Background: an optimization exercise with open tools, aiming at a short achievable clock period and few clock cycles. Do not read the settings as production practice. In this exercise RTL edits were held to simulation tests only and were not proved equivalent to the original. No activity file was given, so power comes from the tool's default toggle rates.

File: flow/design.v
module adder(
        input [15:0]a,
		input [15:0]b,
		output  [15:0]out
	);
	assign 	out=a+b;
endmodule
module sign_extend(
	input [3:0] imm,
	output [16-1:0] imm_sign_extend
);
assign imm_sign_extend = {{12{imm[3]}}, imm[3:0]};
endmodule
module PC1(
       	clk,
		rst,       
		nextPC,		 
		currPC);
		input clk,rst;		 
		input [16 - 1:0]nextPC;		  
		output reg [16 - 1:0]currPC;
always @( posedge clk)
begin
	if (rst) 
	begin
		 currPC <= 0;
	end 
	else 
	begin
		 currPC <= nextPC;
	end
end
endmodule	
module control(
  input [3:0] inst,
  output reg wen,
  output reg [2:0] aluop,
  output reg branch,
  output reg mem_to_reg,
  output reg mem_write,
  output reg ALUSrc,
  output reg RegDst
  );
  always@(*)
  begin
    wen = 1'b0;
    aluop = inst[2:0];
    case(inst)
        4'b0000, 4'b0001, 4'b0010, 4'b0011, 4'b0100, 4'b0101, 4'b0110, 4'b0111: begin
            wen=1;
            aluop=inst[2:0];
        end
        4'b1000:  begin
            wen=1;
            aluop=4'b0000;
        end
        4'b1001:  begin
            wen=0;
            aluop=4'b0000;
        end
        4'b1010: begin
            wen=0;
            aluop=4'b0001;
        end
        default: begin
            wen=0;
            aluop=inst[2:0];
        end
    endcase
    branch = (inst == 4'b1010)? 1'b1 : 1'b0;
    mem_to_reg = (inst == 4'b1000)? 1'b1 : 1'b0;
    mem_write = (inst == 4'b1001)? 1'b1 : 1'b0;
    ALUSrc = (inst == 4'b0100 || inst == 4'b0101 || inst == 4'b1000 || inst == 4'b1001)? 1'b1 : 1'b0;
    RegDst = (inst == 4'b1001 || inst == 4'b1010)? 1'b1 : 1'b0;
  end
endmodule
module alu(
   a,    
   b,    
   op,    
   result,    
   zero
   );
   input [16-1:0] a, b;
   input [2:0] op;
	output reg zero;
   output reg [16-1:0] result;
always @(*)
begin
   case(op)
       4'b0000: result = a + b;
       4'b0001: result = a - b;
       4'b0010: result = a & b;
       4'b0011:  result = a ^ b;
       4'b0100: result = a << b;
       4'b0101: result = a >> b;
       4'b0110: result = a <= b;
       4'b0111: result = a * b;
       default: result = a + b;  
   endcase
   zero = (a == b)? 1'b1 : 1'b0;
end
endmodule
module regfile (
	clk,
	rst,
	wen,
	raddr1, 
	raddr2, 
	waddr, 
	wdata, 
	rdata1,
	rdata2
	);
	input clk;
	input rst;
	input wen;
	input [4-1:0] raddr1; 
	input [4-1:0] raddr2; 
	input [4-1:0] waddr; 
	input [16-1:0] wdata; 
	output [16-1:0] rdata1;
	output [16-1:0] rdata2;
	reg [16-1:0] regdata [0:16-1];
integer i;
	always@(posedge clk)
		begin
			if(rst)
				begin
					for (i=0; i<16; i=i+1)
					regdata[i] <=0;
					regdata[1] <=5; 
				end
			else
				regdata[waddr] <= ((wen == 1) && (waddr != 0)) ? wdata : regdata[waddr];
		end
	assign rdata1 = regdata[raddr1];
	assign rdata2 = regdata[raddr2];
endmodule 
module cpu16(clk, rst, imem_addr, imem_data, dmem_we, dmem_addr, dmem_wdata, dmem_rdata);
input clk;
input rst;
output [16-1:0] imem_addr;
input  [16-1:0] imem_data;
output dmem_we;
output [4-1:0] dmem_addr;
output [16-1:0] dmem_wdata;
input  [16-1:0] dmem_rdata;
wire [16-1:0] rdata1;
wire [16-1:0] rdata2;
wire [4-1:0] raddr2;
wire [16-1:0] alu_in2;
wire [16-1:0] aluout;
wire [16-1:0] INST;
wire [2:0] aluop;
wire [16-1:0] imm_extended;
wire [16-1:0] branch_adder_out;
wire mem_write, mem_to_reg;
wire branch, zero, PCSrc;
wire RegDst;
wire ALUSrc;
wire [16-1:0] PCOUT, nPC;
wire [16-1:0] PCIN;
wire wen;
wire [16-1:0] wdata;
PC1 pc(.clk(clk),.rst(rst),.nextPC(PCIN),.currPC(PCOUT));
assign imem_addr = PCOUT;
assign INST = imem_data;
assign PCSrc = (branch & zero)? 1'b1: 1'b0;
adder PCAdder(.a(PCOUT), .b(16'b1), .out(nPC));
adder BranchAdder(.a(nPC), .b(imm_extended), .out(branch_adder_out));
assign PCIN = (PCSrc)? branch_adder_out : nPC;
assign raddr2 = (RegDst)? INST[11:8] : INST[3:0];
assign alu_in2 = (ALUSrc)? imm_extended : rdata2;
assign wdata = (mem_to_reg)? dmem_rdata : aluout;
sign_extend SE (.imm(INST[3:0]), .imm_sign_extend(imm_extended));
control C0 (.inst(INST[15:12]), .wen(wen), .aluop(aluop), .branch(branch), .mem_to_reg(mem_to_reg), .mem_write(mem_write), .ALUSrc(ALUSrc), .RegDst(RegDst));
regfile  RF0 ( .clk(clk), .rst(rst), .wen(wen), .raddr1(INST[7:4]), .raddr2(raddr2), .waddr(INST[11:8]), .wdata(wdata), .rdata1(rdata1), .rdata2(rdata2));
alu ALU0 ( .a(rdata1), .b(alu_in2), .op(aluop), .result(aluout), .zero(zero));
assign dmem_we = mem_write & ~rst;
assign dmem_addr = aluout[4-1:0];
assign dmem_wdata = rdata2;
endmodule
File: flow/run.sh
#!/bin/bash
# synth_recipe.tcl (not shown) runs the flow's synth.tcl, then flattens the netlist and writes it again
# the make line also repeats each setting of config.mk as NAME=value (left out here)
make -C /OpenROAD-flow-scripts/flow DESIGN_CONFIG=/design/flow/config.mk WORK_HOME=/design/flow/orfs CLKGATE_MAP_FILE= SYNTH_SCRIPT=/design/flow/synth_recipe.tcl finish
File: flow/config.mk
export PLATFORM = sky130hd
export DESIGN_NAME = cpu16
export DESIGN_NICKNAME = cpu16
export VERILOG_FILES = /design/flow/design.v
export SDC_FILE = /design/flow/constraint.sdc
export NUM_CORES = 4
export LEC_CHECK = 0
export CAP_MARGIN = 20
export CORE_MARGIN = 2
export CORE_UTILIZATION = 40
export SLEW_MARGIN = 20
File: flow/constraint.sdc
create_clock -name core_clock -period 12.5 [get_ports {clk}]
set_input_delay 2.5000 -clock core_clock [delete_from_list [all_inputs] [get_ports {clk}]]
set_output_delay 2.5000 -clock core_clock [all_outputs]
set_load 0.01 [all_outputs]
==> notes.md <==
-- metal layers --
layer  global-route usage  vias up
met1                0.449    11934
met3               0.0614      361
met5                    0        -
met4                0.186        0
met2                0.547     1680
li1                     -    10110
-- stage by stage --
step | std cells | instance area (sq um) | total power, uW | hold WS [ns] | setup WS [ns]
after floorplan | 2769 | 25500 | 3380 | 0.587 | 2.12
after global placement | 3597 | 27300 | 4580 | 0.586 | 0.294
after detailed placement | 3597 | 27300 | 4640 | 0.623 | 0.149
after CTS | 3658 | 28400 | 5690 | 0.645 | 0.454
after global routing | 3659 | 28400 | 6040 | 0.672 | 0.0937
final | 3660 | 28400 | 5760 | 0.637 | 0.284
-- critical path, cell delays in order --
cell,delay [ns]
clkdlybuf4s50_1,0.62
xnor2_4,0.57
o21ai_1,0.35
a211oi_1,1.03
a32oi_1,0.30
and4_1,0.46
nor3_4,0.20
inv_2,0.20
ha_1,0.33
ha_1,0.21
ha_1,0.28
ha_1,0.30
ha_1,0.27
ha_1,0.28
a221oi_1,0.56
nand2_1,0.11
a21oi_1,0.24
o221ai_1,0.16
and3_1,0.24
clkdlybuf4s50_1,0.49
-- cell type report --
class | instances | area (sq um) | area share
Clock buffer | 40 | 895 | 0.0315
Sequential cell | 272 | 8010 | 0.282
Timing Repair Buffer | 211 | 1820 | 0.0640
Tap cell | 846 | 1060 | 0.0372
Inverter | 171 | 644 | 0.0227
Antenna cell | 1 | 2.50 | 0.0000880
Multi-Input combinational cell | 2098 | 15800 | 0.554
Clock inverter | 21 | 235 | 0.00828
-- synth_stat cells (8+ instances only) --
library cell	instances
a2111oi_0	10
a211oi_1	85
a21o_1	18
a21oi_1	139
a221o_1	9
a221oi_1	17
a22oi_1	27
a311oi_1	49
a31oi_1	21
a32o_1	13
a32oi_1	17
and2_1	29
and3_1	27
buf_2	79
buf_4	22
buf_6	9
clkbuf_1	111
dfxtp_1	16
edfxtp_1	256
fa_1	83
ha_1	97
inv_1	164
mux2_2	13
mux2i_1	51
mux4_2	80
nand2_1	233
nand2b_1	131
nand3_1	99
nand4_1	22
nor2_1	366
nor2_2	12
nor2b_1	13
nor3_1	30
o211a_1	11
o211ai_1	17
o21ai_0	102
o21bai_1	17
o221ai_1	8
o22ai_1	16
o31ai_1	15
or3_1	13
xnor2_1	47
xor2_1	16
-- power breakdown --
part | switching (uW) | internal, uW | total [uW]
combinational | 2330 | 1320 | 3650
sequential | 35.1 | 1040 | 1080
clock | 435 | 601 | 1040
-- logic make-up after synthesis --
logic type,Yosys count,share of synthesized area
buf+inv,399,0.0689
compound gates,670,0.187
simple gates,1016,0.189
flops,272,0.315
other cells,1,0.000148
mux,146,0.0979
fa+ha+maj,180,0.113
xor+xnor,70,0.0283
-- final timing paths --
path / end / from / cells after the start / slack [ns]
worst max-delay path: dmem_addr[3] / imem_data[12] / 20 / 0.28
worst min-delay path: pc.currPC[15] / pc.currPC[15] / 3 / 0.64
worst max register to register: RF0.regdata[4][15] / RF0.regdata[2][7] / 29 / 4.00
worst min register to register: pc.currPC[15] / pc.currPC[15] / 3 / 0.64
-- state kept, by name (all words and copies together) (netlist names) --
name,count
RF0.regdata,256
pc.currPC,16
==> results.sh <==
export IMPL_grt_usage=0.345
export IMPL_vdd_drop_max_uv=296
export IMPL_ios=71
export IMPL_die_area_sq_mm=0.0655
export IMPL_via_count=24085
export IMPL_synthTopCellsByArea="edfxtp_1 30%, mux4_2 7.1%, fa_1 6.5%"
export IMPL_grt_overflow=0
export IMPL_run_status="complete, no violations"
export IMPL_drt_total_wl_microns=115000
export IMPL_layout_common_cells="366 x nor2_1, 256 x edfxtp_1, 231 x nand2_1, 164 x inv_1, 139 x a21oi_1"
export IMPL_postCtsHoldBufs=0
export IMPL_power_per_cell_area_mw_per_mm2=203
export IMPL_portBuffers=70
export IMPL_startpoint_type="primary input"
export IMPL_skew_ns=0.0438
export IMPL_hpwl_microns=83000
export IMPL_yosysWarnings=4
export IMPL_critPathKind="in -> out"
export IMPL_viasPerCell=6.58
export IMPL_wl_met3_microns=11700
export IMPL_ys_ff_latch=272
export IMPL_finalHoldViolCount=0
export IMPL_drive_gt1_frac=0.131
export IMPL_cts_tree="yes"
export IMPL_drt_pass1_iterations=8
export IMPL_numCtsBuffers=34
export IMPL_slew_violations=0
export IMPL_drc=0
export IMPL_die_w_microns=256
export IMPL_endpoint_kind="primary output"
export IMPL_maxCapViolations=0
export IMPL_wl_met2_microns=51800
export IMPL_rsz0062_at_grt="false"
export IMPL_synth_area_leader_cell="edfxtp_1"
export IMPL_grt_pass1_wl_microns=166000
export IMPL_period_needed_ns=12.22
export IMPL_cts_buffer_depth=3
export IMPL_syn_to_final_growth_pct=11.9
export IMPL_gp_congestion=1.01
export IMPL_n_fill_cell=6070
export IMPL_synth_async_reset_ratio=0
export IMPL_core_sq_mm=0.0630
export IMPL_ant_nets=0
export IMPL_worst_slew_pin_slew_ns=1.14
export IMPL_tns_ns=0
export IMPL_fin_util=0.451
export IMPL_initial_core_util=0.403
export IMPL_maxUsedRoutingLayer="met4"
export IMPL_wl_met1_microns=44300
export IMPL_layout_commonest_cell="nor2_1"
export IMPL_clk_pin_slew_ns=0.06
export IMPL_fin_nets=3002
export IMPL_antenna_found_initial=0
export IMPL_htree_levels=2
export IMPL_fin_crit_sh=0.977
export IMPL_synth_top_flop_cell="edfxtp_1"
export IMPL_slew_headroom=0.235
export IMPL_grt_pass1_vias=23592
export IMPL_syn_inst=2754
export IMPL_synth_area_sq_mm=0.0254
export IMPL_synth_avg_cell_area_sq_um=9.22
export IMPL_die_y_microns=256
export IMPL_rows=92
export IMPL_post_cts_buffers=0
export IMPL_synth_edf_count=256
export IMPL_cts_resized=0
export IMPL_cp_max_fo=13
export IMPL_yosysSeqAreaShare=0.315
export IMPL_grt_max_degree=51
export IMPL_clockRootBuffer="clkbuf_16"
export IMPL_cts_sinks=272
export IMPL_power_leakage_uw=0.0108
export IMPL_worstPathRequired_ns=10.00
export IMPL_hold_path_class="reg -> reg"
export IMPL_synth_distinct_cells=108
export IMPL_clk_insertion_delay_late_ns=0.58
export IMPL_finalSetupViolCount=0
export IMPL_drt_iter0_drc=3402
export IMPL_routedWlPerCell_microns=31.5
export IMPL_synth_top_area_frac=0.303
export IMPL_fmax_ghz=0.0819
export IMPL_cp_arrival_ns=9.72

[re-timing with driven ports]
No port has a modelled driver above. Below, the same layout with a new extraction and two added sets of constraints.
Step 1, drivers: a clkbuf_16 drives clk and a buf_2 each remaining input, both assumed.
Step 2 adds t to the input delays and takes it off the output delays; t is the mean of the earliest and latest rising clock arrival at the registers after step 1. Input paths then give back, and output paths get back, about the clock's delay inside the block.
a / b / c = ideal / step 1 / step 2; a / b = the first two.
t, ns: 0.619
setup slack, ns: 0.284 / 0.262 / 0.033
worst setup path after step 2: input to register
worst data-port slew with drivers (ns): 0.05
cell pins on the clock port's net: 1
After both steps this run still meets setup and hold. For this run, drivers alone change the setup slack by -0.022 ns; drivers and shift together by -0.251 ns.
